Source: an optimization exercise on an open RTL-to-GDS flow (aim: small area, a short achievable clock period and few clock cycles). Production flows keep margins and buffers that such runs may drop.
Function was checked by simulation only, so behaviour that the tests miss may differ from the original.

==> config.mk <==
export PLATFORM = sky130hd
export DESIGN_NAME = LearningMachine
export DESIGN_NICKNAME = LearningMachine
export VERILOG_FILES = /design/flow/design.v
export SDC_FILE = /design/flow/constraint.sdc
export NUM_CORES = 4
export LEC_CHECK = 0
export ABC_CLOCK_PERIOD_IN_PS = 5000
export CAP_MARGIN = 20
export CORE_MARGIN = 2
export CORE_UTILIZATION = 40
export SETUP_SLACK_MARGIN = 5
export SLEW_MARGIN = 20
export SYNTH_HIERARCHICAL = 1
export SYNTH_MINIMUM_KEEP_SIZE = 0
==> constraint.sdc <==
create_clock -name core_clock -period 12.0 [get_ports {clk}]
set_input_delay 2.4000 -clock core_clock [delete_from_list [all_inputs] [get_ports {clk}]]
set_output_delay 2.4000 -clock core_clock [all_outputs]
set_load 0.01 [all_outputs]
==> design.v <==
`timescale 1ns/1ns
module Controller(input clk, rst, start, compare, flag, output InitYin, InitW1, InitW2, InitB, InitFlag, InitAlpha, LdX1, LdX2, LdT, Select2, LdYin, LdFlag, LdAlphaT, LdW1, LdW2, LdB,ReadEn,Ready, output [1:0] Select1, Sel1, Sel2);
	reg initYin, initW1, initW2, initB, initFlag, initAlpha, ldX1, ldX2, ldT, select2, ldYin, ldFlag, ldAlphaT, ldW1, ldW2, ldB;
	reg [1:0] select1, sel1, sel2;
	reg [3:0] ns, ps;
	reg ldCnt, cntDown;
	reg readEn, ready;
	wire co;
	reg [7:0] Cout;
	always@(ps, start, co, compare, flag)begin
		ns = 4'b0;
		case(ps)
			4'b0000: begin
				ns = (start)? 4'b0001 : 4'b0000;
			  end
			4'b0001: begin
				ns = 4'b0010;
				end
			4'b0010: begin
				ns = 4'b0011;
				end
			4'b0011: begin
				ns = 4'b0100;
				end
			4'b0100: begin
				ns = 4'b0101;
				end
			4'b0101: begin
				ns = compare ? 4'b0110 : 4'b1010;
				end
			4'b0110: begin
				ns = 4'b0111;
				end
			4'b0111: begin
				ns = 4'b1000;
				end
			4'b1000: begin
				ns = 4'b1001;
				end
			4'b1001: begin
				ns = 4'b1010;
				end
			4'b1010: begin
				ns = (co == 0) ? 4'b0010 : 
				     (flag == 1) ? 4'b1011 : 
				     (flag == 0) ? 4'b0000 : 4'b1010;
				end
			4'b1011: begin
			  ns = 4'b0010;
			  end
			default: ns = 4'b0000;
		endcase
	end
	always@(ps)begin
		{initYin, initW1, initW2, initB, initFlag, ldCnt, initAlpha, ldX1, ldX2, ldT, cntDown, select2, ldYin, ldFlag, ldAlphaT, ldW1, ldW2, ldB} = 18'b0;
		readEn = 1'b0;
		ready = 1'b0;
		select1 = 2'b0;
		sel1 = 2'b0;
		sel2 = 2'b0;
		case(ps)
			4'b0000: begin
				ready = 1;
			  end
			4'b0001: begin
				initW1 = 1;
				initW2 = 1;
				initB = 1;
				initYin = 1;
				ldCnt = 1;
				initAlpha = 1;
				end
			4'b0010: begin
				ldX1 = 1;
				ldX2 = 1;
				ldT = 1;
				cntDown = 1;
				readEn = 1;
				end
			4'b0011: begin
				sel1 = 2'b00;
				sel2 = 2'b01;
				select1 = 2'b01;
				select2 = 1;
				ldYin = 1;
				end
			4'b0100: begin
				sel1 = 2'b01;
				sel2 = 2'b10;
				select1 = 2'b00;
				select2 = 1;
				ldYin = 1;
				end
			4'b0101: begin
				end
			4'b0110: begin
				sel1 = 2'b10;
				sel2 = 2'b0;
				ldAlphaT = 1;
				ldFlag = 1;
				end
			4'b0111: begin
				sel1 = 2'b11;
				sel2 = 2'b01;
				select2 = 1;
				select1 = 2'b10;
				ldW1 = 1;
				end
			4'b1000: begin
				sel1 = 2'b11;
				sel2 = 2'b10;
				select2 = 1;
				select1 = 2'b11;
				ldW2 = 1;
				end
			4'b1001: begin
				select2 = 0;
				select1 = 2'b01;
				ldB = 1;
				end
			4'b1010: begin
				end
			4'b1011: begin
			  ldCnt = 1;
			  initFlag = 1;
			  end
		endcase
	end
	always@(posedge clk,posedge rst)begin
		if(rst) ps <= 4'b0000;
		else ps <= ns;
	end
	always@(posedge clk, posedge rst)begin
	  if(rst)
	    Cout = 8'b11001000;
	  else begin
	    if(ldCnt) Cout <= 8'b11001000;
	    else if(cntDown) Cout <= Cout - 1;
	  end
  end
  assign co = ~|{Cout};
  assign InitYin = initYin;
  assign InitW1 = initW1;
  assign InitW2 = initW2;
  assign InitB = initB;
  assign InitFlag = initFlag;
  assign LdCnt = ldCnt;
  assign InitAlpha = initAlpha;
  assign LdX1 = ldX1;
  assign LdX2 = ldX2;
  assign LdT = ldT;
  assign CntDown = cntDown;
  assign Select1 = select1;
  assign Select2 = select2;
  assign LdYin = ldYin;
  assign LdFlag = ldFlag;
  assign LdAlphaT = ldAlphaT;
  assign LdW1 = ldW1;
  assign LdW2 = ldW2;
  assign LdB = ldB;
  assign Sel1 = sel1;
  assign Sel2 = sel2;
  assign ReadEn = readEn;
  assign Ready = ready;
endmodule
`timescale 1ns/1ns
module FlagReg(input clk,rst,loadData,initVal, output out);
  reg outData;
  assign out = outData;
  always@(posedge clk, posedge rst)begin
    if(rst) outData <= 1'b0;
    else
    begin
      if(initVal) outData <= 1'b0;
      else
    begin
    if (loadData) outData <= 1'b1;
    else outData <= outData;
    end
  end
  end
endmodule
`timescale 1ns/1ns
module Reg2bit(input clk,rst,loadData,initVal, input [1:0] inData, output[1:0] out);
  reg [1:0] outData;
  assign out = outData;
  always@(posedge clk, posedge rst)begin
    if(rst) outData <= 2'b0;
    else
    begin
      if(initVal) outData <= 2'b0;
      else
    begin
    if (loadData) outData <= inData;
    else outData <= outData;
    end
  end
  end
endmodule
`timescale 1ns/1ns
module Reg3bit(input clk,rst,loadData,initVal, input [2:0] inData, output[2:0] out);
  reg [2:0] outData;
  assign out = outData;
  always@(posedge clk, posedge rst)begin
    if(rst) outData <= 3'b0;
    else
    begin
      if(initVal) outData <= 3'b0;
      else
    begin
    if (loadData) outData <= inData;
    else outData <= outData;
    end
  end
  end
endmodule
`timescale 1ns/1ns
module Reg7bit(input clk,rst,loadData,initVal, input [6:0] inData, output[6:0] out);
  reg [6:0] outData;
  assign out = outData;
  always@(posedge clk, posedge rst)begin
    if(rst) outData <= 7'b0;
    else
    begin
      if(initVal) outData <= 7'b0;
      else
    begin
    if (loadData) outData <= inData;
    else outData <= outData;
    end
  end
  end
endmodule
`timescale 1ns/1ns
module Reg14bit(input clk,rst,loadData,initVal, input [13:0] inData, output[13:0] out);
  reg [13:0] outData;
  assign out = outData;
  always@(posedge clk, posedge rst)begin
    if(rst) outData <= 14'b0;
    else
    begin
      if(initVal) outData <= 14'b0;
      else
    begin
    if (loadData) outData <= inData;
    else outData <= outData;
    end
  end
  end
endmodule
`timescale 1ns/1ns
module Mux2to1(input select, input [13:0]in1,in2, output [13:0]MuxOut);
  assign MuxOut = ~select ? in1 : in2;
endmodule
`timescale 1ns/1ns
module Mux4to1(input [1:0]select, input [13:0]in1,in2,in3,in4, output [13:0]MuxOut);
  assign MuxOut = select==2'b00 ? in1 :
          select==2'b01 ? in2 :
          select==2'b10 ? in3 :
          select==2'b11 ? in4 : 14'bz;
endmodule
`timescale 1ns/1ns
module adder( input [13:0] op1, op2, output [13:0] result );
  assign result = op1 + op2;
endmodule
`timescale 1ns/1ns
module multiplier( input [13:0] op1, op2, output [13:0] result );
  wire [27:0] w;
  wire signed [13:0] operand1,operand2;
  assign operand1 = op1;
  assign operand2 = op2;
  assign w = operand1 * operand2;
  assign result = w[21:8];
endmodule
`timescale 1ns/1ns
module DataPath(input clk,rst, input [6:0] x1Data,x2Data, input [1:0] tData, input InitYin, InitW1, InitW2, InitB, InitFlag, InitAlpha, LdX1, LdX2, LdT, Select2, LdYin, LdFlag, LdAlphaT, LdW1, LdW2, LdB, input [1:0]  Select1, Sel1, Sel2, output compare, flag, output[1:0] signYin, output[13:0] w1,w2,b,Yin);
  wire [6:0] x1,x2;
  wire [1:0] t;
  wire [2:0] alpha,alphaT;
  wire [13:0] AddOut,MultOut,MultOp1,MultOp2,AddOp1,AddOp2;
  wire [13:0] castedT,castedAlphaT,castedAlpha,castedX1,castedX2;
  assign castedT = t[1] ? {4'b1111, t, 8'b0}: {4'b0, t, 8'b0};
  assign castedAlphaT = alphaT[2] ? {5'b11111, alphaT, 6'b0}: {5'b0, alphaT, 6'b0};
  assign castedAlpha = alpha[2] ? {5'b11111, alpha, 6'b0}: {5'b0, alpha, 6'b0};
  assign castedX1 = x1[6] ? {3'b111, x1, 4'b0}: {3'b0, x1, 4'b0};
  assign castedX2 = x2[6] ? {3'b111, x2, 4'b0}: {3'b0, x2, 4'b0};
  FlagReg FLAG(clk,rst,LdFlag,InitFlag, flag);
  Reg2bit T(clk,rst,LdT,1'b0,tData,t);
  Reg3bit ALPHA(clk,rst,InitAlpha,1'b0,3'b011, alpha);
  Reg3bit ALPHAT(clk,rst,LdAlphaT,1'b0,MultOut[8:6], alphaT);
  Reg7bit X1(clk,rst,LdX1,1'b0,x1Data, x1);
  Reg7bit X2(clk,rst,LdX2,1'b0,x2Data, x2);
  Reg14bit W1(clk,rst,LdW1,InitW1,AddOut, w1);
  Reg14bit W2(clk,rst,LdW2,InitW2,AddOut, w2);
  Reg14bit B (clk,rst,LdB,InitB,AddOut, b);
  Reg14bit YIN (clk,rst,LdYin,InitYin,AddOut, Yin);
  Mux4to1 MULTOP1(Sel1,w1,w2,castedT,castedAlphaT, MultOp1);
  Mux4to1 MULTOP2(Sel2,castedAlpha,castedX1,castedX2,14'b0, MultOp2);
  Mux4to1 ADDOP1(Select1,Yin,b,w1,w2, AddOp1);
  Mux2to1 ADDOP2(Select2,castedAlphaT,MultOut, AddOp2);
  multiplier MULTIPLIER(MultOp1,MultOp2, MultOut);
  adder ADDER(AddOp1,AddOp2, AddOut);
  assign compare = (Yin == 14'b0) ? 1 : (Yin[13] ^ t[1]);
  assign signYin = Yin[13] ? 2'b11 : 2'b01;  
endmodule
`timescale 1ns/1ns
module LearningMachine(input clk,rst, start, input [6:0] x1Data,x2Data, input [1:0] tData, output[1:0] signYin, output[13:0] w1,w2,b,Yin,output ReadEn, Ready);
  reg busy, rdEn, valid;
  reg xlast, flag;
  reg [7:0] cnt;      
  reg [6:0] x1, x2;
  reg [3:0] o1, o2;      
  reg [2:0] tw1, tw2;    
  reg t;
  reg [11:0] u1, u2;
  reg [7:0] v;
  reg [13:0] yReg;
  wire [13:0] ya, yb;
  wire [11:0] u1n, u2n;
  wire n1;
  wire n2;
  wire n3;
  wire n4;
  wire n5;
  wire n6;
  wire n7;
  wire n8;
  wire n9;
  wire n10;
  wire n11;
  wire n12;
  wire n13;
  wire n14;
  wire n15;
  wire n16;
  wire n17;
  wire n18;
  wire n19;
  wire n20;
  wire n21;
  wire n22;
  wire n23;
  wire n24;
  wire n25;
  wire n26;
  wire n27;
  wire n28;
  wire n29;
  wire n30;
  wire n31;
  wire n32;
  wire n33;
  wire n34;
  wire n35;
  wire n36;
  wire n37;
  wire n38;
  wire n39;
  wire n40;
  wire n41;
  wire n42;
  wire n43;
  wire n44;
  wire n45;
  wire n46;
  wire n47;
  wire n48;
  wire n49;
  wire n50;
  wire n51;
  wire n52;
  wire n53;
  wire n54;
  wire n55;
  wire n56;
  wire n57;
  wire n58;
  wire n59;
  wire n60;
  wire n61;
  wire n62;
  wire n63;
  wire n64;
  wire n65;
  wire n66;
  wire n67;
  wire n68;
  wire n69;
  wire n70;
  wire n71;
  wire n72;
  wire n73;
  wire n74;
  wire n75;
  wire n76;
  wire n77;
  wire n78;
  wire n79;
  wire n80;
  wire n81;
  wire n82;
  wire n83;
  wire n84;
  wire n85;
  wire n86;
  wire n87;
  wire n88;
  wire n89;
  wire n90;
  wire n91;
  wire n92;
  wire n93;
  wire n94;
  wire n95;
  wire n96;
  wire n97;
  wire n98;
  wire n99;
  wire s100;
  wire c101;
  wire s102;
  wire c103;
  wire s104;
  wire c105;
  wire s106;
  wire c107;
  wire s108;
  wire c109;
  wire s110;
  wire c111;
  wire s112;
  wire c113;
  wire s114;
  wire c115;
  wire s116;
  wire c117;
  wire s118;
  wire c119;
  wire s120;
  wire c121;
  wire s122;
  wire c123;
  wire s124;
  wire c125;
  wire s126;
  wire c127;
  wire s128;
  wire c129;
  wire s130;
  wire c131;
  wire s132;
  wire c133;
  wire s134;
  wire c135;
  wire s136;
  wire c137;
  wire s138;
  wire c139;
  wire s140;
  wire c141;
  wire s142;
  wire c143;
  wire s144;
  wire c145;
  wire s146;
  wire c147;
  wire s148;
  wire c149;
  wire s150;
  wire c151;
  wire s152;
  wire c153;
  wire s154;
  wire c155;
  wire s156;
  wire c157;
  wire s158;
  wire c159;
  wire s160;
  wire c161;
  wire s162;
  wire c163;
  wire s164;
  wire c165;
  wire s166;
  wire c167;
  wire s168;
  wire c169;
  wire s170;
  wire c171;
  wire s172;
  wire c173;
  wire s174;
  wire c175;
  wire s176;
  wire c177;
  wire s178;
  wire c179;
  wire s180;
  wire c181;
  wire s182;
  wire c183;
  wire s184;
  wire c185;
  wire s186;
  wire c187;
  wire s188;
  wire c189;
  wire s190;
  wire c191;
  wire s192;
  wire c193;
  wire s194;
  wire c195;
  wire s196;
  wire c197;
  wire s198;
  wire c199;
  wire s200;
  wire c201;
  wire s202;
  wire c203;
  wire s204;
  wire c205;
  wire s206;
  wire c207;
  wire s208;
  wire c209;
  wire s210;
  wire c211;
  wire s212;
  wire c213;
  wire s214;
  wire c215;
  wire s216;
  wire c217;
  wire s218;
  wire c219;
  wire s220;
  wire c221;
  wire s222;
  wire c223;
  wire s224;
  wire c225;
  wire s226;
  wire c227;
  wire s228;
  wire c229;
  wire s230;
  wire c231;
  wire s232;
  wire c233;
  wire s234;
  wire c235;
  wire s236;
  wire c237;
  wire s238;
  wire c239;
  wire s240;
  wire c241;
  wire s242;
  wire c243;
  wire s244;
  wire c245;
  wire s246;
  wire c247;
  wire s248;
  wire c249;
  wire s250;
  wire c251;
  wire s252;
  wire c253;
  wire s254;
  wire c255;
  wire s256;
  wire c257;
  wire s258;
  wire c259;
  wire s260;
  wire c261;
  wire s262;
  wire c263;
  wire s264;
  wire c265;
  wire s266;
  wire c267;
  wire s268;
  wire c269;
  wire s270;
  wire c271;
  wire s272;
  wire c273;
  wire s274;
  wire c275;
  wire s276;
  wire c277;
  wire s278;
  wire c279;
  wire s280;
  wire c281;
  wire s282;
  wire c283;
  wire s284;
  wire c285;
  wire s286;
  wire c287;
  wire s288;
  wire c289;
  wire s290;
  wire c291;
  wire s292;
  wire c293;
  wire s294;
  wire c295;
  wire s296;
  wire c297;
  wire g298;
  wire p299;
  wire g300;
  wire p301;
  wire g302;
  wire p303;
  wire g304;
  wire p305;
  wire g306;
  wire p307;
  wire g308;
  wire p309;
  wire g310;
  wire p311;
  wire g312;
  wire p313;
  wire g314;
  wire p315;
  wire g316;
  wire p317;
  wire g318;
  wire p319;
  wire g320;
  wire p321;
  wire g322;
  wire p323;
  wire g324;
  wire p325;
  wire g326;
  wire p327;
  wire g328;
  wire p329;
  wire g330;
  wire p331;
  wire g332;
  wire p333;
  wire g334;
  wire p335;
  wire g336;
  wire p337;
  wire g338;
  wire p339;
  wire g340;
  wire p341;
  wire g342;
  wire p343;
  wire g344;
  wire p345;
  wire g346;
  wire p347;
  wire y348;
  wire y349;
  wire y350;
  wire y351;
  wire y352;
  wire y353;
  wire y354;
  wire y355;
  wire y356;
  wire y357;
  wire y358;
  wire y359;
  wire y360;
  assign n1 = ((o1[0] & u1[0])) ^ x1[1];
  assign n2 = ((o1[0] & u1[1]) | (tw1[0] & u1[0])) ^ x1[1];
  assign n3 = ((o1[0] & u1[2]) | (tw1[0] & u1[1])) ^ x1[1];
  assign n4 = ((o1[0] & u1[3]) | (tw1[0] & u1[2])) ^ x1[1];
  assign n5 = ((o1[0] & u1[4]) | (tw1[0] & u1[3])) ^ x1[1];
  assign n6 = ((o1[0] & u1[5]) | (tw1[0] & u1[4])) ^ x1[1];
  assign n7 = ((o1[0] & u1[6]) | (tw1[0] & u1[5])) ^ x1[1];
  assign n8 = ((o1[0] & u1[7]) | (tw1[0] & u1[6])) ^ x1[1];
  assign n9 = ((o1[0] & u1[8]) | (tw1[0] & u1[7])) ^ x1[1];
  assign n10 = ((o1[0] & u1[9]) | (tw1[0] & u1[8])) ^ x1[1];
  assign n11 = ((o1[0] & u1[10]) | (tw1[0] & u1[9])) ^ x1[1];
  assign n12 = ((o1[0] & u1[11]) | (tw1[0] & u1[10])) ^ x1[1];
  assign n13 = ~(((o1[0] & u1[11]) | (tw1[0] & u1[11])) ^ x1[1]);
  assign n14 = ((o1[1] & u1[0])) ^ x1[3];
  assign n15 = ((o1[1] & u1[1]) | (tw1[1] & u1[0])) ^ x1[3];
  assign n16 = ((o1[1] & u1[2]) | (tw1[1] & u1[1])) ^ x1[3];
  assign n17 = ((o1[1] & u1[3]) | (tw1[1] & u1[2])) ^ x1[3];
  assign n18 = ((o1[1] & u1[4]) | (tw1[1] & u1[3])) ^ x1[3];
  assign n19 = ((o1[1] & u1[5]) | (tw1[1] & u1[4])) ^ x1[3];
  assign n20 = ((o1[1] & u1[6]) | (tw1[1] & u1[5])) ^ x1[3];
  assign n21 = ((o1[1] & u1[7]) | (tw1[1] & u1[6])) ^ x1[3];
  assign n22 = ((o1[1] & u1[8]) | (tw1[1] & u1[7])) ^ x1[3];
  assign n23 = ((o1[1] & u1[9]) | (tw1[1] & u1[8])) ^ x1[3];
  assign n24 = ((o1[1] & u1[10]) | (tw1[1] & u1[9])) ^ x1[3];
  assign n25 = ((o1[1] & u1[11]) | (tw1[1] & u1[10])) ^ x1[3];
  assign n26 = ~(((o1[1] & u1[11]) | (tw1[1] & u1[11])) ^ x1[3]);
  assign n27 = ((o1[2] & u1[0])) ^ x1[5];
  assign n28 = ((o1[2] & u1[1]) | (tw1[2] & u1[0])) ^ x1[5];
  assign n29 = ((o1[2] & u1[2]) | (tw1[2] & u1[1])) ^ x1[5];
  assign n30 = ((o1[2] & u1[3]) | (tw1[2] & u1[2])) ^ x1[5];
  assign n31 = ((o1[2] & u1[4]) | (tw1[2] & u1[3])) ^ x1[5];
  assign n32 = ((o1[2] & u1[5]) | (tw1[2] & u1[4])) ^ x1[5];
  assign n33 = ((o1[2] & u1[6]) | (tw1[2] & u1[5])) ^ x1[5];
  assign n34 = ((o1[2] & u1[7]) | (tw1[2] & u1[6])) ^ x1[5];
  assign n35 = ((o1[2] & u1[8]) | (tw1[2] & u1[7])) ^ x1[5];
  assign n36 = ((o1[2] & u1[9]) | (tw1[2] & u1[8])) ^ x1[5];
  assign n37 = ((o1[2] & u1[10]) | (tw1[2] & u1[9])) ^ x1[5];
  assign n38 = ((o1[2] & u1[11]) | (tw1[2] & u1[10])) ^ x1[5];
  assign n39 = (o1[3] & u1[0]);
  assign n40 = x1[6] & ~((o1[3] & u1[0]));
  assign n41 = ((o1[3] & u1[1])) ^ x1[6];
  assign n42 = ((o1[3] & u1[2])) ^ x1[6];
  assign n43 = ((o1[3] & u1[3])) ^ x1[6];
  assign n44 = ((o1[3] & u1[4])) ^ x1[6];
  assign n45 = ((o1[3] & u1[5])) ^ x1[6];
  assign n46 = ((o1[3] & u1[6])) ^ x1[6];
  assign n47 = ((o1[3] & u1[7])) ^ x1[6];
  assign n48 = ((o1[3] & u1[8])) ^ x1[6];
  assign n49 = ((o1[3] & u1[9])) ^ x1[6];
  assign n50 = n1 & x1[1] & n2;
  assign n51 = ((o2[0] & u2[0])) ^ x2[1];
  assign n52 = ((o2[0] & u2[1]) | (tw2[0] & u2[0])) ^ x2[1];
  assign n53 = ((o2[0] & u2[2]) | (tw2[0] & u2[1])) ^ x2[1];
  assign n54 = ((o2[0] & u2[3]) | (tw2[0] & u2[2])) ^ x2[1];
  assign n55 = ((o2[0] & u2[4]) | (tw2[0] & u2[3])) ^ x2[1];
  assign n56 = ((o2[0] & u2[5]) | (tw2[0] & u2[4])) ^ x2[1];
  assign n57 = ((o2[0] & u2[6]) | (tw2[0] & u2[5])) ^ x2[1];
  assign n58 = ((o2[0] & u2[7]) | (tw2[0] & u2[6])) ^ x2[1];
  assign n59 = ((o2[0] & u2[8]) | (tw2[0] & u2[7])) ^ x2[1];
  assign n60 = ((o2[0] & u2[9]) | (tw2[0] & u2[8])) ^ x2[1];
  assign n61 = ((o2[0] & u2[10]) | (tw2[0] & u2[9])) ^ x2[1];
  assign n62 = ((o2[0] & u2[11]) | (tw2[0] & u2[10])) ^ x2[1];
  assign n63 = ~(((o2[0] & u2[11]) | (tw2[0] & u2[11])) ^ x2[1]);
  assign n64 = ((o2[1] & u2[0])) ^ x2[3];
  assign n65 = ((o2[1] & u2[1]) | (tw2[1] & u2[0])) ^ x2[3];
  assign n66 = ((o2[1] & u2[2]) | (tw2[1] & u2[1])) ^ x2[3];
  assign n67 = ((o2[1] & u2[3]) | (tw2[1] & u2[2])) ^ x2[3];
  assign n68 = ((o2[1] & u2[4]) | (tw2[1] & u2[3])) ^ x2[3];
  assign n69 = ((o2[1] & u2[5]) | (tw2[1] & u2[4])) ^ x2[3];
  assign n70 = ((o2[1] & u2[6]) | (tw2[1] & u2[5])) ^ x2[3];
  assign n71 = ((o2[1] & u2[7]) | (tw2[1] & u2[6])) ^ x2[3];
  assign n72 = ((o2[1] & u2[8]) | (tw2[1] & u2[7])) ^ x2[3];
  assign n73 = ((o2[1] & u2[9]) | (tw2[1] & u2[8])) ^ x2[3];
  assign n74 = ((o2[1] & u2[10]) | (tw2[1] & u2[9])) ^ x2[3];
  assign n75 = ((o2[1] & u2[11]) | (tw2[1] & u2[10])) ^ x2[3];
  assign n76 = ~(((o2[1] & u2[11]) | (tw2[1] & u2[11])) ^ x2[3]);
  assign n77 = ((o2[2] & u2[0])) ^ x2[5];
  assign n78 = ((o2[2] & u2[1]) | (tw2[2] & u2[0])) ^ x2[5];
  assign n79 = ((o2[2] & u2[2]) | (tw2[2] & u2[1])) ^ x2[5];
  assign n80 = ((o2[2] & u2[3]) | (tw2[2] & u2[2])) ^ x2[5];
  assign n81 = ((o2[2] & u2[4]) | (tw2[2] & u2[3])) ^ x2[5];
  assign n82 = ((o2[2] & u2[5]) | (tw2[2] & u2[4])) ^ x2[5];
  assign n83 = ((o2[2] & u2[6]) | (tw2[2] & u2[5])) ^ x2[5];
  assign n84 = ((o2[2] & u2[7]) | (tw2[2] & u2[6])) ^ x2[5];
  assign n85 = ((o2[2] & u2[8]) | (tw2[2] & u2[7])) ^ x2[5];
  assign n86 = ((o2[2] & u2[9]) | (tw2[2] & u2[8])) ^ x2[5];
  assign n87 = ((o2[2] & u2[10]) | (tw2[2] & u2[9])) ^ x2[5];
  assign n88 = ((o2[2] & u2[11]) | (tw2[2] & u2[10])) ^ x2[5];
  assign n89 = ((o2[3] & u2[0])) ^ x2[6];
  assign n90 = ((o2[3] & u2[1])) ^ x2[6];
  assign n91 = ((o2[3] & u2[2])) ^ x2[6];
  assign n92 = ((o2[3] & u2[3])) ^ x2[6];
  assign n93 = ((o2[3] & u2[4])) ^ x2[6];
  assign n94 = ((o2[3] & u2[5])) ^ x2[6];
  assign n95 = ((o2[3] & u2[6])) ^ x2[6];
  assign n96 = ((o2[3] & u2[7])) ^ x2[6];
  assign n97 = ((o2[3] & u2[8])) ^ x2[6];
  assign n98 = ((o2[3] & u2[9])) ^ x2[6];
  assign n99 = n51 & x2[1] & n52;
  LM_fa fs100(x1[3], x2[3], n3, s100, c101);
  LM_fa fs102(x1[5], x2[5], n5, s102, c103);
  LM_ha hs104(n6, n17, s104, c105);
  LM_fa fs106(x2[6], n7, n18, s106, c107);
  LM_fa fs108(n29, n39, n57, s108, c109);
  LM_fa fs110(n8, n19, n30, s110, c111);
  LM_fa fs112(n40, n41, n58, s112, c113);
  LM_ha hs114(n69, n80, s114, c115);
  LM_fa fs116(v[0], n9, n20, s116, c117);
  LM_fa fs118(n31, n42, n59, s118, c119);
  LM_fa fs120(n70, n81, n91, s120, c121);
  LM_fa fs122(v[1], n10, n21, s122, c123);
  LM_fa fs124(n32, n43, n60, s124, c125);
  LM_fa fs126(n71, n82, n92, s126, c127);
  LM_fa fs128(v[2], n11, n22, s128, c129);
  LM_fa fs130(n33, n44, n61, s130, c131);
  LM_fa fs132(n72, n83, n93, s132, c133);
  LM_fa fs134(v[3], n12, n23, s134, c135);
  LM_fa fs136(n34, n45, n62, s136, c137);
  LM_fa fs138(n73, n84, n94, s138, c139);
  LM_fa fs140(v[4], n13, n24, s140, c141);
  LM_fa fs142(n35, n46, n63, s142, c143);
  LM_fa fs144(n74, n85, n95, s144, c145);
  LM_fa fs146(1'b1, v[5], n25, s146, c147);
  LM_fa fs148(n36, n47, n75, s148, c149);
  LM_ha hs150(n86, n96, s150, c151);
  LM_fa fs152(1'b1, v[6], n26, s152, c153);
  LM_fa fs154(n37, n48, n76, s154, c155);
  LM_ha hs156(n87, n97, s156, c157);
  LM_fa fs158(v[7], n38, n49, s158, c159);
  LM_ha hs160(n88, n98, s160, c161);
  LM_fa fs162(n14, n50, n53, s162, c163);
  LM_fa fs164(n4, n15, n54, s164, c165);
  LM_fa fs166(n16, n27, n55, s166, c167);
  LM_ha hs168(n66, n77, s168, c169);
  LM_fa fs170(n28, n56, n67, s170, c171);
  LM_fa fs172(n78, s104, c103, s172, c173);
  LM_fa fs174(n68, n79, n89, s174, c175);
  LM_fa fs176(c105, s106, s108, s176, c177);
  LM_fa fs178(n90, s114, c107, s178, c179);
  LM_fa fs180(c109, s110, s112, s180, c181);
  LM_fa fs182(c115, c111, c113, s182, c183);
  LM_fa fs184(s116, s118, s120, s184, c185);
  LM_fa fs186(c117, c119, c121, s186, c187);
  LM_fa fs188(s122, s124, s126, s188, c189);
  LM_fa fs190(c123, c125, c127, s190, c191);
  LM_fa fs192(s128, s130, s132, s192, c193);
  LM_fa fs194(c129, c131, c133, s194, c195);
  LM_fa fs196(s134, s136, s138, s196, c197);
  LM_fa fs198(c135, c137, c139, s198, c199);
  LM_fa fs200(s140, s142, s144, s200, c201);
  LM_fa fs202(s150, c141, c143, s202, c203);
  LM_fa fs204(c145, s146, s148, s204, c205);
  LM_fa fs206(c151, s156, c147, s206, c207);
  LM_fa fs208(c149, s152, s154, s208, c209);
  LM_fa fs210(t, c157, s160, s210, c211);
  LM_fa fs212(c153, c155, s158, s212, c213);
  LM_ha hs214(n64, n99, s214, c215);
  LM_fa fs216(n65, c101, c163, s216, c217);
  LM_fa fs218(s168, c165, s102, s218, c219);
  LM_fa fs220(c169, c167, s170, s220, c221);
  LM_fa fs222(c171, s174, c173, s222, c223);
  LM_fa fs224(c175, s178, c177, s224, c225);
  LM_fa fs226(c179, c181, s182, s226, c227);
  LM_fa fs228(c183, c185, s186, s228, c229);
  LM_fa fs230(c187, c189, s190, s230, c231);
  LM_fa fs232(c191, c193, s194, s232, c233);
  LM_fa fs234(c195, c197, s198, s234, c235);
  LM_fa fs236(c199, c201, s202, s236, c237);
  LM_fa fs238(c203, s206, c205, s238, c239);
  LM_fa fs240(c207, s210, c209, s240, c241);
  LM_ha hs242(s214, s100, s242, c243);
  LM_fa fs244(c215, s164, s216, s244, c245);
  LM_fa fs246(s166, c217, s218, s246, c247);
  LM_fa fs248(c219, s172, s220, s248, c249);
  LM_fa fs250(c221, s176, s222, s250, c251);
  LM_fa fs252(s180, c223, s224, s252, c253);
  LM_fa fs254(s184, c225, s226, s254, c255);
  LM_fa fs256(s188, c227, s228, s256, c257);
  LM_fa fs258(s192, c229, s230, s258, c259);
  LM_fa fs260(s196, c231, s232, s260, c261);
  LM_fa fs262(s200, c233, s234, s262, c263);
  LM_fa fs264(s204, c235, s236, s264, c265);
  LM_fa fs266(s208, c237, s238, s266, c267);
  LM_fa fs268(s212, c239, s240, s268, c269);
  assign ya = {c267, c265, c263, c261, c259, c257, c255, c253, c251, c249, c247, c245, c243, s242};
  assign yb = {s268, s266, s264, s262, s260, s258, s256, s254, s252, s250, s248, s246, s244, s162};
  LM_ha hs270(s242, s162, s270, c271);
  LM_ha hs272(c243, s244, s272, c273);
  LM_ha hs274(c245, s246, s274, c275);
  LM_ha hs276(c247, s248, s276, c277);
  LM_ha hs278(c249, s250, s278, c279);
  LM_ha hs280(c251, s252, s280, c281);
  LM_ha hs282(c253, s254, s282, c283);
  LM_ha hs284(c255, s256, s284, c285);
  LM_ha hs286(c257, s258, s286, c287);
  LM_ha hs288(c259, s260, s288, c289);
  LM_ha hs290(c261, s262, s290, c291);
  LM_ha hs292(c263, s264, s292, c293);
  LM_ha hs294(c265, s266, s294, c295);
  LM_ha hs296(c267, s268, s296, c297);
  LM_g qg298(c273, s272, c271, g298);
  LM_gp qg300(c277, s276, c275, s274, g300, p301);
  LM_gp qg302(c281, s280, c279, s278, g302, p303);
  LM_gp qg304(c285, s284, c283, s282, g304, p305);
  LM_gp qg306(c289, s288, c287, s286, g306, p307);
  LM_gp qg308(c293, s292, c291, s290, g308, p309);
  LM_gp qg310(c297, s296, c295, s294, g310, p311);
  LM_g qg312(c275, s274, g298, g312);
  LM_g qg314(g300, p301, g298, g314);
  LM_gp qg316(c283, s282, g302, p303, g316, p317);
  LM_gp qg318(g304, p305, g302, p303, g318, p319);
  LM_gp qg320(c291, s290, g306, p307, g320, p321);
  LM_gp qg322(g308, p309, g306, p307, g322, p323);
  LM_g qg324(c279, s278, g314, g324);
  LM_g qg326(g302, p303, g314, g326);
  LM_g qg328(g316, p317, g314, g328);
  LM_g qg330(g318, p319, g314, g330);
  LM_gp qg332(c295, s294, g322, p323, g332, p333);
  LM_gp qg334(g310, p311, g322, p323, g334, p335);
  LM_g qg336(c287, s286, g330, g336);
  LM_g qg338(g306, p307, g330, g338);
  LM_g qg340(g320, p321, g330, g340);
  LM_g qg342(g322, p323, g330, g342);
  LM_g qg344(g332, p333, g330, g344);
  LM_g qg346(g334, p335, g330, g346);
  assign y348 = s272 ^ c271;
  assign y349 = s274 ^ g298;
  assign y350 = s276 ^ g312;
  assign y351 = s278 ^ g314;
  assign y352 = s280 ^ g324;
  assign y353 = s282 ^ g326;
  assign y354 = s284 ^ g328;
  assign y355 = s286 ^ g330;
  assign y356 = s288 ^ g336;
  assign y357 = s290 ^ g338;
  assign y358 = s292 ^ g340;
  assign y359 = s294 ^ g342;
  assign y360 = s296 ^ g344;
  assign yt = {y360, y359, y358, y357, y356, y355, y354, y353, y352, y351, y350, y349, y348, s270};
  wire [5:0] xl1 = x1[5:0] ^ {6{t}};
  wire xs1 = x1[6] ^ t;
  assign u1n = u1 + {4'd0, ~xs1, xs1, xl1} + {4'd0, ~xs1, xl1, t} + {4'b1111, 6'd0, t, 1'b0};
  wire [5:0] xl2 = x2[5:0] ^ {6{t}};
  wire xs2 = x2[6] ^ t;
  assign u2n = u2 + {4'd0, ~xs2, xs2, xl2} + {4'd0, ~xs2, xl2, t} + {4'b1111, 6'd0, t, 1'b0};
  wire [13:0] yt;    
  wire [13:0] y = {yt[13] ^ t, yt[12:0]};
  wire [13:0] zx = ya ^ yb ^ {ya[12:0] | yb[12:0], 1'b0} ^ {t, 13'd0};
  wire yzero = ~|zx;
  wire mis = yzero | yt[13];
  wire upd = valid & mis;
  wire clr = ~busy & start;
  wire [7:0] vn = v + {{6{t}}, ~t, 1'b1};    
  wire last = (cnt == 8'd14);
  function [6:0] booth(input [6:0] x);
    reg [8:0] e;
    integer i;
    begin
      e = {x[6], x, 1'b0};
      for (i = 0; i < 4; i = i + 1)
        booth[i] = e[2*i+1] ^ e[2*i];
      for (i = 0; i < 3; i = i + 1)
        booth[4+i] = (e[2*i+2] & ~e[2*i+1] & ~e[2*i]) | (~e[2*i+2] & e[2*i+1] & e[2*i]);
    end
  endfunction
  wire [6:0] bd1 = booth(x1Data);
  wire [6:0] bd2 = booth(x2Data);
  always @(posedge clk) begin
    x1 <= x1Data; x2 <= x2Data; t <= tData[1];
    o1 <= bd1[3:0]; tw1 <= bd1[6:4];
    o2 <= bd2[3:0]; tw2 <= bd2[6:4];
  end
  always @(posedge clk) begin
    if (!busy) begin
      xlast <= 1'b0; flag <= 1'b0; cnt <= 8'd1;
    end else begin
      if (rdEn) begin
        xlast <= last;
        cnt <= last ? 8'd1 : {cnt[6:0], cnt[7] ^ cnt[5] ^ cnt[4] ^ cnt[3]};
      end
      if (rdEn && last) flag <= 1'b0;
      else if (upd && !xlast) flag <= 1'b1;
    end
  end
  always @(posedge clk, posedge rst) begin
    if (rst) begin
      busy <= 1'b0; rdEn <= 1'b0; valid <= 1'b0;
      u1 <= 12'd0; u2 <= 12'd0; v <= 8'd0; yReg <= 14'd0;
    end else begin
      if (valid) yReg <= y;
      u1 <= upd ? u1n : u1 & {12{~clr}};
      u2 <= upd ? u2n : u2 & {12{~clr}};
      v <= upd ? vn : v & {8{~clr}};
      if (!busy) begin
        if (start) begin
          busy <= 1'b1; rdEn <= 1'b1; valid <= 1'b0;
        end
      end else begin
        valid <= rdEn;
        if (rdEn && last) begin
          rdEn <= flag | upd;
        end else if (!rdEn && xlast && valid) begin
          rdEn <= mis;
          busy <= mis;
        end
      end
    end
  end
  assign w1 = {u1, 2'b00};
  assign w2 = {u2, 2'b00};
  assign b = {v, 6'b0};
  assign Yin = yReg;
  assign signYin = {yReg[13], 1'b1};
  assign ReadEn = rdEn;
  assign Ready = ~busy;
endmodule
module LM_fa(input a, b, c, output s, co);
  assign s = a ^ b ^ c;
  assign co = (a & b) | (a & c) | (b & c);
endmodule
module LM_ha(input a, b, output s, co);
  assign s = a ^ b;
  assign co = a & b;
endmodule
module LM_gp(input gh, ph, gl, pl, output g, p);
  assign g = gh | (ph & gl);
  assign p = ph & pl;
endmodule
module LM_g(input gh, ph, gl, output g);
  assign g = gh | (ph & gl);
endmodule
==> flow/run.sh <==
#!/bin/bash
set -euo pipefail
bash standard.sh SETUP_SLACK_MARGIN=8 SETUP_MOVE_SEQUENCE=unbuffer,size_down,sizeup,swap,clone 'BUFFER_PORTS_ARGS=-buffer_cell sky130_fd_sc_hd__buf_1' finish > standard_make.log 2>&1
==> standard.sh <==
#!/bin/bash
# synth_recipe.tcl (not shown) runs the flow's synth.tcl, then flattens the netlist and writes it again
# the make line also repeats each setting of config.mk as NAME=value (left out here)
make -C /OpenROAD-flow-scripts/flow DESIGN_CONFIG=/design/flow/config.mk WORK_HOME=/design/flow/orfs CLKGATE_MAP_FILE= SYNTH_SCRIPT=/design/flow/synth_recipe.tcl "${@:-finish}"
==> notes.md, run 1 <==
* Crit path DAT at approximately 5500 ps
* Design area at 10040 um^2
* Core region area at ~22000 um^2
* Post-synth ARST share at a little under three fifths
* Yosys warning total at 8
* Slowest-stage cell, CP: fa_2
* Syn Area/Cell at 9.542 um^2
* Hold buffers post-CTS at 0
* Worst setup margin at about 6800 ps
* Post-synth top area cell: fa_1
* CTS Sinks at 86
* Worst Path Buf+Inv at 0
* Slew @ Worst Pin at around 960 ps
* WL per Instance at 18.30 um
* Xor and xnor area share after synthesis at ~17%
* Largest net degree at the start of global routing at 50
* Post-synth cell types at 50
* Die height at approximately 150 um
* Vias per cell at between 5 and 6
* Sequential share of the synthesized area at around 22%
* H-Tree Level Count at 3
* RD Place Congestion at 0.8406
* FF-to-FF setup slack at 6800 ps
* GR Util All Layers at between 10% and 20%
* Slowest cell delay on critical path at ~620 ps
* Non-Filler Instances at about 1.2k
* # Post-CTS Setup Buffers at 0
* Launching point of the worst reg2reg path: u1[6]
* Reg clk slew, reported paths at 60 ps
* Hold Path Depth at 1
* PortBufs at 66
* Setup-failing EPs final at 0
* Post-Route Setup TNS at 0 ps
* Fmax at roughly 190 MHz
* Largest cells by area after synthesis: fa_1 (20%), dfrtp_1 (14%), xnor2_1 (13%)
* Via count at 6607
* Cts bufs inserted at 9
* Synth Flop Type: dfrtp_1
* CP Capture Type: flip-flop
* Synthesized area at 8826 um^2
* Cells on worst reg2reg path at 17
* Initial antenna violation count at 0
* Nets at around 1.1k
* FF-to-FF End: u1[11]
* Die Wd at 152.5 um
* Top cell type's share of synthesized area at 20.41%
* Cells after synthesis at around 900
* Post-synthesis mux area share at less than 1%
* Initial Util at about two fifths
* Number of global-route vias before repair at ~6.4k
* Total grt overflow at 0
* CTS tree: done
* Slew Viols, Final at 0
* HP Start: flag
* RSZ-0062 raised after global routing: true
* Ports at between 70 and 80
* Final core area utilization at a little under half
* Crit share post-route at a little over two fifths
* CP Max Fanout at 10
* CTS Buffer Depth at 2
* Starting DRC count in detailed routing at approximately 480
* Placed cell count at around 1.2k
* Root buf cell: clkbuf_16
* DPL Wire Length at ~16000 um
* FF+latch count, synth at 86
* Commonest cells post-synth: xnor2_1 (131), fa_1 (90), a22oi_1 (64)
* EDFF count, synth at 0
* Post-Synth Adder-Cell Area at between 20% and 30%
* Compound-Gate Fraction of Synth Area at 14.77%
* Crit-path most repeated cell: fa_2
* Routed WL at 22520 um
* Critical-path cell list: a22oi_2 > xnor2_2 > fa_2 > fa_2 > fa_2 > fa_2 > ha_4 > a21o_1 > a21o_1 > a21o_4 > a21o_1 > xnor2_2 > nand2b_4 > o41a_4 > and2_4 > o21bai_1 > a22o_1
* Layout cell share with drive strength beyond 1 at approximately 14%
* Die area at ~23000 um^2
* CP startpoint kind: flip-flop
* Antenna Cells at 0
* Setup Crit Path Kind: flip-flop to flip-flop
* DP Area at 9203 um^2
* Post-route ant nets at 0
* Fill cells at roughly 2.1k
* First-pass GRT wire length at 36560 um
* Largest family of logic cells by synthesized area: adder cells
* Fin crit period at a little over 5000 ps
* Clock latency (worst-skew pair) at 350 ps
* P&R area growth vs syn at 13.72%
* Status: no timing/DRC/antenna violations
* CP required at 12290 ps
* Slew headroom at a little over a third
* Pre-CTS setup slack at a little over 6000 ps
* Max-cap viol count at 0
* Worst hold path class: flip-flop to flip-flop
* Final Hold Viols at 0
* WHS at approximately 460 ps
* Worst hold path endpoint: flag
* Count leader, synth: xnor2_1
* Post-Synth Simple-Gate Area at ~9.2%
* Delay-heaviest family, CP: adder cells
* Row count at 54
* DR pass1 iterations at 5
* DRC Markers at 0
* Worst Skew at between 9 and 10 ps
cell families (layout without fill, tap and decap cells):
group,count (synthesis),count (layout)
mux,8,8
flops,86,86
other cells,2,13
fa+ha+maj,151,151
compound gates,197,200
simple gates,169,169
xor+xnor,169,169
buf+inv,143,155
per-module statistics from Yosys, one instance, submodules excluded:
| module | flops+latches | times used | cells |
|---|---|---|---|
| LM_fa | 0 | 77 | 1 |
| LM_gp | 0 | 10 | 2 |
| LM_g | 0 | 12 | 1 |
| LM_ha | 0 | 22 | 1 |
| LearningMachine | 86 | 1 | 794 |
worst max-delay path by stage:
stage | from | to | slack, ps | cells past startpoint
final | u1[6] | u1[11] | 6800 | 17
after CTS | u1[6] | u1[11] | 6870 | 17
after detailed placement | x2[3] | u2[8] | 6040 | 16
after global routing | u1[6] | u1[11] | 6620 | 17
after global placement | x1[3] | u2[8] | 6070 | 16
after floorplan | u1[6] | u1[11] | 7130 | 19
registers in the layout (all words and copies together) (netlist names):
signal,count
v,8
xlast,1
o2,4
cnt,8
o1,4
x1,6
t,1
rdEn,1
x2,6
yReg,14
tw1,3
u1,12
flag,1
busy,1
valid,1
tw2,3
u2,12
cell type report:
| cell class | instances | area (um^2) | area share (%) |
|---|---|---|---|
| well taps | 280 | 350.3 | 3.490 |
| repair buffers | 75 | 437.9 | 4.363 |
| clock buffers | 14 | 274.0 | 2.730 |
| inverters | 64 | 240.2 | 2.393 |
| flip-flops and latches | 86 | 2034 | 20.27 |
| multi-input cells | 710 | 6661 | 66.37 |
| clock inverters | 2 | 38.79 | 0.3864 |
per-layer routing:
| metal | GRT usage, % | share of wire, % | up-vias |
|---|---|---|---|
| li1 | - | - | 3103 |
| met1 | 28.59 | 47 | 3296 |
| met2 | 30.61 | 46 | 169 |
| met3 | 3.271 | 5.0 | 39 |
| met4 | 6.878 | 2.9 | 0 |
| met5 | 0 | 0 | - |
worst reg2reg max path, stage by stage, from the launching register on:
cell and delay, ps:
dfrtp_2 520, a22oi_2 270, xnor2_2 150, fa_2 480, fa_2 380, fa_2 490, fa_2 620, ha_4 210
a21o_1 180, a21o_1 190, a21o_4 210, a21o_1 180, xnor2_2 220, nand2b_4 220, o41a_4 270, and2_4 270
o21bai_1 140, a22o_1 130
cell usage in the layout (no fill, tap or decap), types with 30 or more instances in the layout:
master and count:
inv_1 62, buf_1 66, a22oi_1 41, nand3_1 30, nor2_1 39, ha_1 55, xnor2_1 123, xor2_1 38
o21ai_0 40, nand2_1 45, a21oi_1 31, fa_1 75
timing repair:
item / CTS / global route
cloned: 8 / 0
endpoints found under the setup margin: 44 / 43
pin swaps: 31 / 15
resized for setup: 134 / 48
Testbench counts, summed over its fixed seeds: cycles 145,544.
==> inputs of run 2 (changes only) <==
==> flow/run.sh (replaced) <==
#!/bin/bash
set -euo pipefail
bash standard.sh SETUP_SLACK_MARGIN=9 SETUP_MOVE_SEQUENCE=unbuffer,size_down,sizeup,swap,clone 'BUFFER_PORTS_ARGS=-buffer_cell sky130_fd_sc_hd__buf_1' finish > standard_make.log 2>&1
==> notes.md, run 2 <==
* P&R area growth vs syn at 20.10%
* Slew Viols, Final at 0
* Total grt overflow at 0
* Top cell type's share of synthesized area at between 20% and 30%
* Reg with most FFs: yReg
* Crit-path most repeated cell: a21o_1
* Worst hold path endpoint: flag
* # Post-CTS Setup Buffers at 0
* Core region area at about 22000 um^2
* Synth Flop Type: dfrtp_1
* CP required at around 12000 ps
* Largest register FFs at 14
* Crit path DAT at about 5600 ps
* EDFF count, synth at 0
* Top Registers: yReg x14, u1 x12, u2 x12
* Area occupied by multi-input gates at roughly 7000 um^2
* FF/Latch Area at 2062 um^2
* Worst setup margin at 6725 ps
* Slowest-stage cell, CP: fa_2
* CTS tree: done
* Final Hold Viols at 0
* Syn Area/Cell at between 9 and 10 um^2
* Sequential share of the synthesized area at 22.29%
* Die Wd at between 150 and 200 um
* FF-to-FF setup slack at 6720 ps
* Layout cell share with drive strength beyond 1 at approximately 25%
* Critical-path cell list: a22oi_2 > xnor2_1 > fa_2 > fa_1 > fa_1 > fa_2 > ha_4 > and2_4 > a21o_1 > a21o_1 > a21o_1 > xnor2_2 > nand2b_4 > o41a_4 > and2_4 > o21bai_1 > a22o_1
* Met3 WL at ~1200 um
* Delay-heaviest family, CP: adder cells
* Post-synth cell types at 50
* HP Start: flag
* Setup Crit Path Kind: flip-flop to flip-flop
* Row count at 54
* Root buf cell: clkbuf_16
* Yosys warning total at 8
* CTS Sinks at 86
* WL per Instance at roughly 19 um
* Commonest cells post-synth: xnor2_1 (131), fa_1 (90), a22oi_1 (64)
* GR Util All Layers at about a fifth
* Fmax at around 190 MHz
* Die height at around 150 um
* Worst hold path class: flip-flop to flip-flop
* Via count at between 6k and 7k
* H-Tree Level Count at 3
* Post-Route Setup TNS at 0 ps
* Vias per cell at 5.383
* Max-cap viol count at 0
* Cts bufs inserted at 9
* CP Capture Type: flip-flop
* Post-synth ARST share at 56.98%
* WHS at between 400 and 500 ps
* Slew @ Worst Pin at around 700 ps
* RD Place Congestion at around 0.85
* Clock latency (worst-skew pair) at 350 ps
* Starting DRC count in detailed routing at 354
* Die area at roughly 23000 um^2
* DRC Markers at 0
* Slowest cell delay on critical path at 640 ps
* Status: no timing/DRC/antenna violations
* CTS Buffer Depth at 2
* Most frequent cells in the layout: xnor2_1 (110), fa_1 (65), inv_1 (62)
* CP startpoint kind: flip-flop
* Hold buffers post-CTS at 0
* Initial Util at 40.57%
* Pre-CTS setup slack at 6033 ps
* DR top layer: met4
* FF+latch count, synth at 86
* Slew headroom at roughly 55%
* Crit share post-route at between 40% and 50%
* Nets at 1118
* Launching point of the worst reg2reg path: u1[10]
* CP Max Fanout at 9
* Cells on worst reg2reg path at 17
* Cells after synthesis at about 930
* Fin crit period at 5275 ps
* Post-route ant nets at 0
* Reg clk slew, reported paths at 70 ps
* Leading cell type in the layout, fill and taps excluded: xnor2_1
* Hold Path Depth at 1
* DPL Wire Length at between 15000 and 20000 um
* Met2 wire length at 10980 um
* Post-synth top area cell: fa_1
* Initial antenna violation count at 0
* Worst Path Buf+Inv at 0
* Largest cells by area after synthesis: fa_1 (20%), dfrtp_1 (14%), xnor2_1 (13%)
* Synthesized area at between 8000 and 9000 um^2
* Setup-failing EPs final at 0
* Antenna Cells at 0
* Count leader, synth: xnor2_1
* Routed WL at between 20000 and 25000 um
* Ports at between 70 and 80
* Largest net degree at the start of global routing at 50
* WL met1 at approximately 11000 um
* RSZ-0062 raised after global routing: true
* Worst Skew at roughly 8.9 ps
* First-pass GRT wire length at 36520 um
* FF-to-FF End: u1[11]
* DR pass1 iterations at 5
* Fill cells at 2016
* Number of global-route vias before repair at 6569
* PortBufs at 66
==> run 2: cell counts after synthesis <==
Identical to the previous run, type by type.
==> run 2: layer usage <==
layer | track usage, % | vias up
met5 | 0 | -
met4 | 4.938 | 0
met3 | 3.527 | 30
met2 | 31.83 | 191
met1 | 27.92 | 3297
li1 | - | 3119
==> run 2: worst max-delay path by stage <==
stage	from	endpoint	slack (ps)	cells past startpoint
after global placement	x1[3]	u2[8]	6090	16
final	u1[10]	u1[11]	6720	17
after CTS	u1[5]	u1[11]	6930	17
after detailed placement	x1[3]	v[7]	6030	17
after floorplan	u1[6]	u1[11]	7130	19
after global routing	u1[10]	u1[11]	6630	17
==> run 2: what timing repair did <==
action / CTS / global route
pin swaps: 47 / 59
cloned: 8 / 1
setup endpoints to repair: 97 / 97
resized for setup: 244 / 188
==> run 2: final cells by class <==
type | count | area share, %
Clock buffer | 10 | 2.160
Clock inverter | 6 | 0.3423
Inverter | 64 | 2.349
Multi-Input combinational cell | 710 | 65.58
Sequential cell | 86 | 19.45
Tap cell | 280 | 3.305
Timing Repair Buffer | 77 | 6.811
==> run 2: Yosys stat by module, one instance, submodules excluded <==
module,flip-flops and latches,area [um^2],cells,copies in the design
LM_fa,0,20.02,1,77
LM_g,0,7.507,1,12
LM_gp,0,13.76,2,10
LM_ha,0,12.51,1,22
LearningMachine,86,6782,794,1
==> run 2: cell families after synthesis <==
| kind of cell | share of synthesized area (%) |
|---|---|
| other | 0.08509 |
| buffers and inverters | 6.847 |
| muxes | 0.9356 |
| AOI/OAI and AO/OA | 14.77 |
| xor gates and xnor gates | 16.77 |
| adders and majority gates | 29.06 |
| DFF | 22.29 |
| and+or+nand+nor | 9.243 |
==> run 2: metrics by stage <==
step	util, %	cells	area, um^2
detailed placement	42.60	1208	9268
global route	48.72	1233	10600
global placement	42.60	1208	9268
floorplan	-	936	9178
CTS	47.27	1232	10280
finish	48.72	1233	10600
==> inputs of run 3 (changes only) <==
==> flow/run.sh (replaced) <==
#!/bin/bash
set -euo pipefail
bash standard.sh SETUP_SLACK_MARGIN=10 SETUP_MOVE_SEQUENCE=unbuffer,size_down,sizeup,swap,clone 'BUFFER_PORTS_ARGS=-buffer_cell sky130_fd_sc_hd__buf_1' finish > standard_make.log 2>&1
==> notes.md, run 3 <==
* Post-Route Setup TNS at 0 ps
* Setup-failing EPs final at 0
* Core region area at ~22000 um^2
* CTS tree: done
* Fmax at between 150 and 200 MHz
* First-pass GRT wire length at approximately 37000 um
* Routed WL at about 23000 um
* Initial antenna violation count at 0
* Post-synth ARST share at 56.98%
* Ports at between 70 and 80
* Initial Util at a little over 40%
* Die height at approximately 150 um
* Slew headroom at 54.43%
* Most frequent cells in the layout: xnor2_1 (117), fa_1 (74), inv_1 (62)
* Crit share post-route at 43.58%
* CP required at around 12000 ps
* Yosys warning total at 8
* Sequential share of the synthesized area at 22.29%
* Syn Area/Cell at between 9 and 10 um^2
* Largest cells by area after synthesis: fa_1 (20%), dfrtp_1 (14%), xnor2_1 (13%)
* CP Max Fanout at 18
* CP Capture Type: flip-flop
* Hold buffers post-CTS at 0
* Slowest-stage cell, CP: o41a_4
* WL per Instance at between 15 and 20 um
* H-Tree Level Count at 3
* Worst setup margin at approximately 6800 ps
* Starting DRC count in detailed routing at 285
* CP startpoint kind: flip-flop
* Post-route ant nets at 0
* Slew Viols, Final at 0
* Top Registers: yReg x14, u1 x12, u2 x12
* Fin crit period at approximately 5200 ps
* Top cell type's share of synthesized area at between 20% and 30%
* Row count at 54
* DR pass1 iterations at 7
* Critical-path cell list: o21ai_1 > xor2_1 > fa_1 > fa_1 > fa_1 > fa_2 > inv_1 > ha_1 > xor2_1 > nand4_1 > o41a_4 > and2_4 > o21bai_1 > a22o_1
* Met2 Use GR at approximately 31%
* Clock latency (worst-skew pair) at approximately 350 ps
* Count leader, synth: xnor2_1
* GR Util All Layers at a little over 20%
* Commonest cells post-synth: xnor2_1 (131), fa_1 (90), a22oi_1 (64)
* Worst hold path class: flip-flop to flip-flop
* FF-to-FF setup slack at 6770 ps
* Hold Path Depth at 1
* Max-cap viol count at 0
* Status: no timing/DRC/antenna violations
* Crit path DAT at 5470 ps
* Reg with most FFs: yReg
* Synthesized area at 8826 um^2
* Post-synth top area cell: fa_1
* Crit-path most repeated cell: fa_1
* DPL Wire Length at 15390 um
* Die area at roughly 23000 um^2
* Antenna Cells at 0
* Final Hold Viols at 0
* Reg clk slew, reported paths at 70 ps
* CP startpoint: o1[0]
* Largest register FFs at 14
* Via count at about 6.6k
* RSZ-0062 raised after global routing: true
* Root buf cell: clkbuf_16
* Synth Flop Type: dfrtp_1
* CTS Sinks at 86
* EDFF count, synth at 0
* Nets at 1122
* Vias per cell at about 5.3
* Pre-CTS setup slack at about 6000 ps
* Total grt overflow at 0
* Most crowded layer after global routing: met2
* CTS Buffer Depth at 2
* Met1 usage at a little over a quarter
* Cells after synthesis at 925
* P&R area growth vs syn at 22.09%
* FF+latch count, synth at between 80 and 90
* HP Start: flag
* DRC Markers at 0
* Fill cells at approximately 2.0k
* Die Wd at 152.5 um
* Cts bufs inserted at 9
* Slew @ Worst Pin at about 680 ps
* Layout cell share with drive strength beyond 1 at ~25%
* Setup Crit Path Kind: flip-flop to flip-flop
* Leading cell type in the layout, fill and taps excluded: xnor2_1
* Slowest cell delay on critical path at 660 ps
* RD Place Congestion at a little over 0.8
* # Post-CTS Setup Buffers at 0
* Largest net degree at the start of global routing at 30
* Cells on worst reg2reg path at 14
* PortBufs at 66
* Number of global-route vias before repair at approximately 6.5k
* Launching point of the worst reg2reg path: o1[0]
* Met3 usage at 5.774%
* Worst Skew at 12.11 ps
* Post-synth cell types at 50
-- run 3: cell counts after synthesis --
No cell type changed its count.
-- run 3: critical path: cells and delay by family (launching register included) --
kind / cells / cell delay [ps]
fa+ha+maj: 5 / 2350
xor+xnor: 2 / 390
simple gates: 2 / 650
buf+inv: 1 / 60
compound gates: 4 / 1210
flops: 1 / 430
-- run 3: final cells by class --
cell class	count	area [um^2]	area share, %
clock buffer	12	256.5	2.380
sequential	86	2053	19.05
clock inverter	4	53.80	0.4993
inverter	64	247.7	2.299
multi-input combinational	710	6815	63.25
tap	280	350.3	3.251
timing repair buffer	81	998.5	9.266
-- run 3: cells by family (layout without fill, tap and decap cells) --
| kind of cell | Yosys count | in the layout | synth area share [%] |
|---|---|---|---|
| AOI/OAI and AO/OA | 197 | 200 | 14.77 |
| xor gates and xnor gates | 169 | 169 | 16.77 |
| and+or+nand+nor | 169 | 169 | 9.243 |
| adders and majority gates | 151 | 151 | 29.06 |
| buffers and inverters | 143 | 161 | 6.847 |
| DFF | 86 | 86 | 22.29 |
| muxes | 8 | 8 | 0.9356 |
| other | 2 | 13 | 0.08509 |
-- run 3: metal layers --
layer / vias to the layer above / part of all wire (%)
met2: 165 / 45
li1: 3119 / -
met4: 0 / 3.0
met3: 34 / 6.2
met5: - / 0
met1: 3275 / 46
-- run 3: final timing paths --
check / end
worst max-delay path: u1[11]
worst min-delay path: flag
worst max register to register: u1[11]
worst min register to register: flag
max in group asynchronous: u2[10]
min in group asynchronous: v[5]
-- run 3: metrics by stage --
stage	cell area (um^2)	hold WS, ps	util (%)	cells
6_report	10780	458.4	49.53	1237
5_1_grt	10780	481.4	49.53	1237
4_1_cts	10600	463.9	48.71	1237
3_5_place_dp	9303	449.3	42.76	1208
3_3_place_gp	9303	443.3	42.76	1208
2_1_floorplan	9216	435.2	-	936
-- run 3: repair_timing --
item                                    4_1_cts  5_1_grt
gates resized for setup                     296      110
gates cloned                                 13        0
endpoints found under the hold margin         0        0
endpoints found under the setup margin      175      175
pin swaps                                    51       18
-- run 3: Yosys stat by module, one instance, submodules excluded --
module,flip-flops and latches,cell area (um^2),cells inside
LM_gp,0,13.76,2
LM_fa,0,20.02,1
LM_ha,0,12.51,1
LM_g,0,7.507,1
LearningMachine,86,6782,794
==> inputs of run 4 (changes only) <==
==> flow/run.sh (replaced) <==
#!/bin/bash
set -euo pipefail
bash standard.sh SETUP_SLACK_MARGIN=7.5 'BUFFER_PORTS_ARGS=-buffer_cell sky130_fd_sc_hd__buf_1' finish > standard_make.log 2>&1
==> notes.md, run 4 <==
* WL per Instance at approximately 18 um
* Post-synth ARST share at between 50 and 60%
* Post-route ant nets at 0
* Hold buffers post-CTS at 0
* RD Place Congestion at just over 0.8
* Die height at 152.5 um
* Setup Crit Path Kind: flip-flop to flip-flop
* Post-Route Setup TNS at 0 ps
* CTS Sinks at between 80 and 90
* Clock latency (worst-skew pair) at about 360 ps
* Total grt overflow at 0
* Count leader, synth: xnor2_1
* Nets at 1160
* Most frequent cells in the layout: xnor2_1 (117), buf_1 (66), inv_1 (62)
* Layout cell share with drive strength beyond 1 at a little over a fifth
* Slew Viols, Final at 0
* CP Capture Type: flip-flop
* Final Hold Viols at 0
* Die area at 23270 um^2
* CP startpoint kind: flip-flop
* Synth Flop Type: dfrtp_1
* Reg with most FFs: yReg
* CTS Buffer Depth at 2
* Number of global-route vias before repair at slightly below 7k
* CP Max Fanout at 11
* Slew @ Worst Pin at about 980 ps
* Ports at a little under 80
* DR pass1 iterations at 5
* Fmax at 200.5 MHz
* Post-synth cell types at 50
* Crit path DAT at roughly 5200 ps
* Leading cell type in the layout, fill and taps excluded: xnor2_1
* Cts bufs inserted at 9
* Fill cells at around 2.0k
* Largest register FFs at 14
* Initial Util at about 40%
* Cells after synthesis at just over 900
* Core region area at 21760 um^2
* Worst hold path class: flip-flop to flip-flop
* EDFF count, synth at 0
* Setup-failing EPs final at 0
* Syn Area/Cell at 9.542 um^2
* Slew headroom at between 30% and 40%
* Commonest cells post-synth: xnor2_1 (131), fa_1 (90), a22oi_1 (64)
* Reg clk slew, reported paths at around 60 ps
* Fin crit period at ~5000 ps
* P&R area growth vs syn at 18.33%
* CP required at roughly 12000 ps
* Synthesized area at ~8800 um^2
* Row count at between 50 and 60
* Top Registers: yReg x14, u1 x12, u2 x12
* PortBufs at 66
* Critical-path cell list: a22oi_2 > xnor2_1 > fa_2 > fa_2 > fa_1 > fa_2 > ha_4 > and2_4 > a21o_1 > a21o_1 > a21o_1 > xnor2_2 > nand2b_4 > o41a_4 > buf_4 > clkbuf_16 > a31o_2
* Max-cap viol count at 0
* DPL Wire Length at 15590 um
* Routed WL at 22780 um
* Largest cells by area after synthesis: fa_1 (20%), dfrtp_1 (14%), xnor2_1 (13%)
* First-pass GRT wire length at 37340 um
* Root buf cell: clkbuf_16
* Top cell type's share of synthesized area at 20.41%
* Vias per cell at ~5.2
* Largest net degree at the start of global routing at 50
* RSZ-0062 raised after global routing: true
* GR Util All Layers at between 20% and 30%
* Post-synth top area cell: fa_1
* Starting DRC count in detailed routing at around 480
* Status: no timing/DRC/antenna violations
* Worst Skew at between 7 and 8 ps
* FF+latch count, synth at 86
* H-Tree Level Count at 3
* Slowest-stage cell, CP: fa_2
* Antenna Cells at 0
* Slowest cell delay on critical path at roughly 670 ps
* Initial antenna violation count at 0
* Sequential share of the synthesized area at about 22%
* Die Wd at 152.5 um
* CTS tree: done
* Via count at 6665
* DRC Markers at 0
* Crit share post-route at between 40% and 50%
* Yosys warning total at 8
## run 4: cell counts after synthesis
Identical to the previous run, type by type.
## run 4: final timing paths
kind	start	endpoint	slack (ps)	cells after the start
setup / recovery	u1[9]	u2[8]	7010	17
hold / removal	flag	flag	470	1
setup reg to reg	u1[9]	u2[8]	7010	17
hold reg to reg	flag	flag	470	1
max in group asynchronous	rst	u2[11]	9270	3
min in group asynchronous	rst	yReg[12]	2210	3
## run 4: final cells by class
type,count,area [um^2],share of cell area (%)
clock buffers,14,265.3,2.540
clock inverters,2,13.76,0.1318
inverters,64,240.2,2.300
multi-input cells,707,6755,64.68
flip-flops and latches,86,2062,19.74
well taps,280,350.3,3.354
repair buffers,122,757.0,7.248
## run 4: critical path: cells and delay by family (launching register included)
family / cells / cell delay (ps)
adders and majority gates: 5 / 2280
xor gates and xnor gates: 2 / 320
AOI/OAI and AO/OA: 6 / 1140
buffers and inverters: 2 / 370
DFF: 1 / 490
and+or+nand+nor: 2 / 280
## run 4: layer usage
| metal | vias up | part of all wire, % | GRT usage (%) |
|---|---|---|---|
| met2 | 164 | 47 | 32.60 |
| met3 | 32 | 5.1 | 4.522 |
| li1 | 3180 | - | - |
| met4 | 0 | 2.4 | 5.511 |
| met1 | 3289 | 45 | 27.11 |
| met5 | - | 0 | 0 |
## run 4: cells by family (layout without fill, tap and decap cells)
group | Yosys count | count (layout) | synth area share (%)
mux | 8 | 8 | 0.9356
flops | 86 | 86 | 22.29
fa+ha+maj | 151 | 151 | 29.06
simple gates | 169 | 169 | 9.243
xor+xnor | 169 | 169 | 16.77
compound gates | 197 | 197 | 14.77
other cells | 2 | 13 | 0.08509
buf+inv | 143 | 202 | 6.847
## run 4: per-stage QoR
| stage | hold WS [ps] | utilization (%) | instances | worst slack, ps | instance area, um^2 |
|---|---|---|---|---|---|
| floorplan | 435.2 | - | 936 | 7129 | 9021 |
| global placement | 444.8 | 42.30 | 1207 | 6032 | 9203 |
| detailed placement | 454.8 | 42.30 | 1207 | 5973 | 9203 |
| CTS | 470.0 | 47.27 | 1269 | 7079 | 10280 |
| global route | 498.1 | 48.00 | 1275 | 6890 | 10440 |
| finish | 474.1 | 48.00 | 1275 | 7012 | 10440 |
## run 4: timing repair
item	4_1_cts	5_1_grt
endpoints found under the hold margin	0	0
resized for setup	127	25
setup buffers	44	5
setup endpoints to repair	40	38
pin swaps	51	10
cloned	2	1
## run 4: per-module statistics from Yosys, one instance, submodules excluded
module / times used / cells / flip-flops and latches
LM_ha: 22 / 1 / 0
LearningMachine: 1 / 794 / 86
LM_gp: 10 / 2 / 0
LM_fa: 77 / 1 / 0
LM_g: 12 / 1 / 0

==> afterwards: timing with drivers on the ports <==
The results above use ideal ports. As a check the final layouts listed here were re-extracted and re-timed, cells and wires unchanged. Step 1, drivers: a clkbuf_16 drives clk and a buf_2 each remaining input, both assumed. Step 2 adds t to the input delays and takes it off the output delays; t is the mean of the earliest and latest rising clock arrival at the registers after step 1. Input paths then give back, and output paths get back, about the clock's delay inside the block. Slacks: no drivers / after step 1 / after step 2; pairs: no drivers / after step 1.
run | t (ns) | slack for setup (ns) | worst slew at a driven data input, ns
run 1 | 0.394 | 6.803 / 6.803 / 6.803 | 0.03
run 2 | 0.398 | 6.725 / 6.725 / 6.725 | 0.04
run 3 | 0.390 | 6.771 / 6.771 / 6.771 | 0.06
run 4 | 0.397 | 7.012 / 7.012 / 7.012 | 0.05
After both steps every run listed still meets setup and hold.
